Background: an optimization exercise with open tools, aiming at small area and a short achievable clock period. Do not read the settings as production practice.
No run shown here included a check of the RTL's function; only the layout flow was run.

## flow/design.v (module list and top-level ports; edited modules follow where they fit)
// module fpu_adder: 77 lines
// module pipelined_fpu_mul_eff: 85 lines
// module mant_mul24: 1939 lines
// module complex_multiplier: 31 lines
module complex_multiplier
(
	input clk, rst,
	input in_valid,
	input [31:0] x_real, x_imag, y_real, y_imag,
	output out_valid,
	output [31:0] xy_real, xy_imag
);
  // ...
==> flow/run.sh <==
#!/bin/bash
# synth_recipe.tcl (not shown) runs the flow's synth.tcl, then flattens the netlist and writes it again
# the make line also repeats each setting of config.mk as NAME=value (left out here)
make -C /OpenROAD-flow-scripts/flow DESIGN_CONFIG=/design/flow/config.mk WORK_HOME=/design/flow/orfs CLKGATE_MAP_FILE= SYNTH_SCRIPT=/design/flow/synth_recipe.tcl finish
==> flow/config.mk <==
export PLATFORM = sky130hd
export DESIGN_NAME = complex_multiplier
export DESIGN_NICKNAME = complex_multiplier
export VERILOG_FILES = /design/flow/design.v
export SDC_FILE = /design/flow/constraint.sdc
export NUM_CORES = 8
export LEC_CHECK = 0
export ABC_AREA = 1
export CAP_MARGIN = 20
export CORE_MARGIN = 2
export CORE_UTILIZATION = 40
export SLEW_MARGIN = 20
==> flow/constraint.sdc <==
create_clock -name core_clock -period 21.0 [get_ports {clk}]
set_input_delay 4.2000 -clock core_clock [delete_from_list [all_inputs] [get_ports {clk}]]
set_output_delay 4.2000 -clock core_clock [all_outputs]
set_load 0.01 [all_outputs]
==> qor.csv, run 1 <==
metric,value,unit
status,timing/DRC/antenna clean,
Core Rows,204,
number of flops mapped to enable cells by yosys,0,
detailed-placement wirelength estimate,413000,µm
Non-clock buffer share,3.25,%
DRT met1 WL,223000,µm
simple-gate area share of the yosys netlist,20.5,%
DIE HEIGHT,560,µm
Synth Area in Compound Gates,18.2,%
Yosys reg bits,679,
FF+latch area,13600,µm²
vias in the first global route,120000,
largest family of logic cells by synthesized area,adder cells,
Vias/cell,5.84,
Min-Delay Endpoint,valid_pipe[4],
CP required,21.74,ns
clk_buf instances,121,
multi-input logic area,95200,µm²
syn nets,19900,
Final ANT Viol Nets,0,
Hold Startpoint,valid_pipe[3],
max_cap viols,0,
Final Hold Viols,0,
==> run 2: changes to the inputs <==
--- a/flow/config.mk
+++ b/flow/config.mk
@@ -6,5 +6,5 @@
 export NUM_CORES = 8
 export LEC_CHECK = 0
-export ABC_AREA = 1
+export ABC_AREA = 0
 export CAP_MARGIN = 20
 export CORE_MARGIN = 2
==> run 2 against run 1 <==
Net effect:
- still clean on timing, DRC and antenna
- maximum frequency fell by 18%
- non-clock buffer count up 155
- design area grew 17%
- clock skew fell by 0.035 ns
- synthesized area rose by 20%
- global-route usage increased by 2.5 points
- setup slack got worse by 2.0 ns
- register-to-register slack lost 2.0 ns
- die area grew 20%
==> qor.csv, run 2 <==
metric,value,unit,change
status,timing/DRC/antenna clean,,
cell taking the most area after synthesis,fa_1,,
syn nets,23000,,+16%
most frequent cells in the layout,"a21oi_1, nand2_1, o21ai_0, inv_1, nor2_1",,
die area,375000,µm²,
# DRC,0,,
# IOs,196,,
CTS tree,done,,
CTS max path bufs,4,,
YS warnings,3,,
# clock sinks,679,,
Yosys reg bits,679,,unchanged
ys flop type,dfxtp_1,,
arrival time at the worst endpoint,12.08,ns,
Final GP Congestion,1.03,,
filler instances,38200,,
Gate Count Post-Synth,21100,,
sequential share of the synthesized area,9.17,%,
DR WL/cell,28.7,µm,
H-tree levels,3,,
Worst setup EP type,register,,
vias in the first global route,149000,,+24%
CP required,21.79,ns,+0.05 ns
Slew Limit Fails,0,,
Nets,21600,,
RR Startpoint,mii.prod[21],,
Crit Path Class,register to register,,
drt total wl,709000,µm,
Syn Area/Cell,7.04,µm²,
Initial Utilization,40.2,%,
Hold Startpoint,valid_pipe[0],,
final setup fails,0,,
initial antenna violation count,50,,
cell with the most instances after synthesis,a21oi_1,,
largest net degree at the start of global routing,167,,
port bufs,195,,
GRT Residual Overflow,0,,
postcts setup bufs,0,,
Total Neg Setup Slack,0,ns,
CP startpoint kind,register,,
number of flops mapped to enable cells by yosys,0,,unchanged
CP max-delay cell,nor4_2,,
Max stage delay on crit path,0.70,ns,
DIE HEIGHT,613,µm,+9.5%
layout cells sized above 1,6.68,%,
Final ANT Viol Nets,0,,unchanged
worst-skew pair later-pin latency,0.89,ns,
CORE AREA,369000,µm²,
fin crit period,11.28,ns,
Core Rows,223,,+9.3%
RSZ-0062 raised after global routing,no,,
synthesized cell area,148000,µm²,
Vias/cell,6.63,,+14%
Unique masters post-synth,125,,
CTS Buf Count,93,,
CP most frequent cell,a21oi_1,,
"commonest non-fill, non-tap cell in the layout",a21oi_1,,
"Reg clk slew, reported paths",0.07,ns,
clock skew,0.0805,ns,
worst hold margin,0.441,ns,
GRT Resource Usage Total,36.2,%,
first-pass iteration count of the detailed router,12,,
crit path max fanout,51,,
top cell type's share of synthesized area,13.7,%,
Async SR Flop Fraction,0,%,
die width,613,µm,
Worst Hold Class,register to register,,
fmax,0.0886,GHz,
detailed-placement wirelength estimate,501000,µm,+21%
"Hold-fix buffers, CTS",0,,
Area Overhead vs Synth,4.82,%,
crit path from,mii.prod[21],,
synth top area cells,"fa_1, dfxtp_1, a21oi_1",,
first-pass GRT wire length,1030000,µm,
Worst slew margin,15.4,%,
Tightest Pin Transition,1.26,ns,
Tcrit/Tclk final,53.7,%,
Post-synth top cells,"a21oi_1, nand2_1, o21ai_0",,
Final Hold Viols,0,,unchanged
max_cap viols,0,,unchanged
Resize count post-CTS,0,,
clock root buffer,clkbuf_16,,
Iteration-0 DRC Markers,24000,,
Vias,164000,,
-- run 2: final timing paths --
kind | depth (start not counted) | endpoint | slack [ns]
worst max register to register | 48 | realpart.cal_q[26] | 9.72
worst min register to register | 1 | valid_pipe[1] | 0.44
worst min-delay path | 1 | valid_pipe[1] | 0.44
worst max-delay path | 48 | realpart.cal_q[26] | 9.72
-- run 2: metrics by stage --
step	setup slack, ns	utilization, %	cell area (µm²)	cells
5_1_grt	8.63	42.1	155000	24700
4_1_cts	9.77	42.1	155000	24600
2_1_floorplan	10.58	-	148000	21100
3_3_place_gp	9.64	41.2	152000	24500
3_5_place_dp	9.80	41.2	152000	24500
6_report	9.72	42.1	155000	24700
-- run 2: cell families (layout without fill, tap and decap cells) --
group / Yosys count / in the layout / share of synthesized area (%)
AO/OA/AOI/OAI: 7754 / 7754 / 32.3
XOR/XNOR: 660 / 660 / 3.92
adder cells (fa/ha/maj): 1914 / 1914 / 21.2
AND/OR/NAND/NOR: 5318 / 5318 / 16.0
multiplexers: 805 / 805 / 7.15
buffers and inverters: 3927 / 2559 / 10.2
other: 0 / 44 / 0
flip-flops: 679 / 679 / 9.17
-- run 2: final cells by class --
type | count | area (µm²) | area share (%)
antenna | 44 | 110 | 0.0709
clock buffer | 111 | 2500 | 1.61
clock inverter | 57 | 702 | 0.452
inverter | 1728 | 6500 | 4.18
multi-input combinational | 16500 | 120000 | 77.2
sequential | 679 | 13900 | 8.95
tap | 4950 | 6190 | 3.99
timing repair buffer | 663 | 5520 | 3.55
-- run 2: critical path, delay by kind of cell (launching register included) --
family,cells,cell delay [ns]
compound gates,26,4.52
xor+xnor,1,0.15
fa+ha+maj,4,1.26
buf+inv,3,1.02
flops,1,0.41
mux,3,0.65
simple gates,11,3.13
-- run 2: per-layer routing --
metal / wire length [µm] / global-route usage (%) / up-vias
li1: - / - / 72000
met4: 47000 / 19.7 / 42
met1: 278000 / 47.3 / 77700
met3: 93500 / 11.3 / 2699
met5: 460 / 0.168 / -
met2: 290000 / 52.6 / 11300

-- static timing again, ports no longer ideal --
How much do the figures lean on ideal ports? The routed layouts below were timed once more, with nothing changed but the port constraints. Step 1, drivers: a clkbuf_16 drives clk and a buf_2 each remaining input, both assumed. Step 2 also shifts input and output timing later by t, the mid clock arrival at the registers, as if the neighbouring blocks saw the same clock. Slacks: ideal / step 1 / step 2; pairs: ideal / step 1.
run | t (ns) | setup WS [ns] | slew at the worst register clock pin (ns)
run 1 | 0.928 | 11.724 / 11.724 / 11.724 | 0.07 / 0.07
run 2 | 0.972 | 9.717 / 9.717 / 9.717 | 0.09 / 0.09
After both steps every run listed still meets setup and hold.
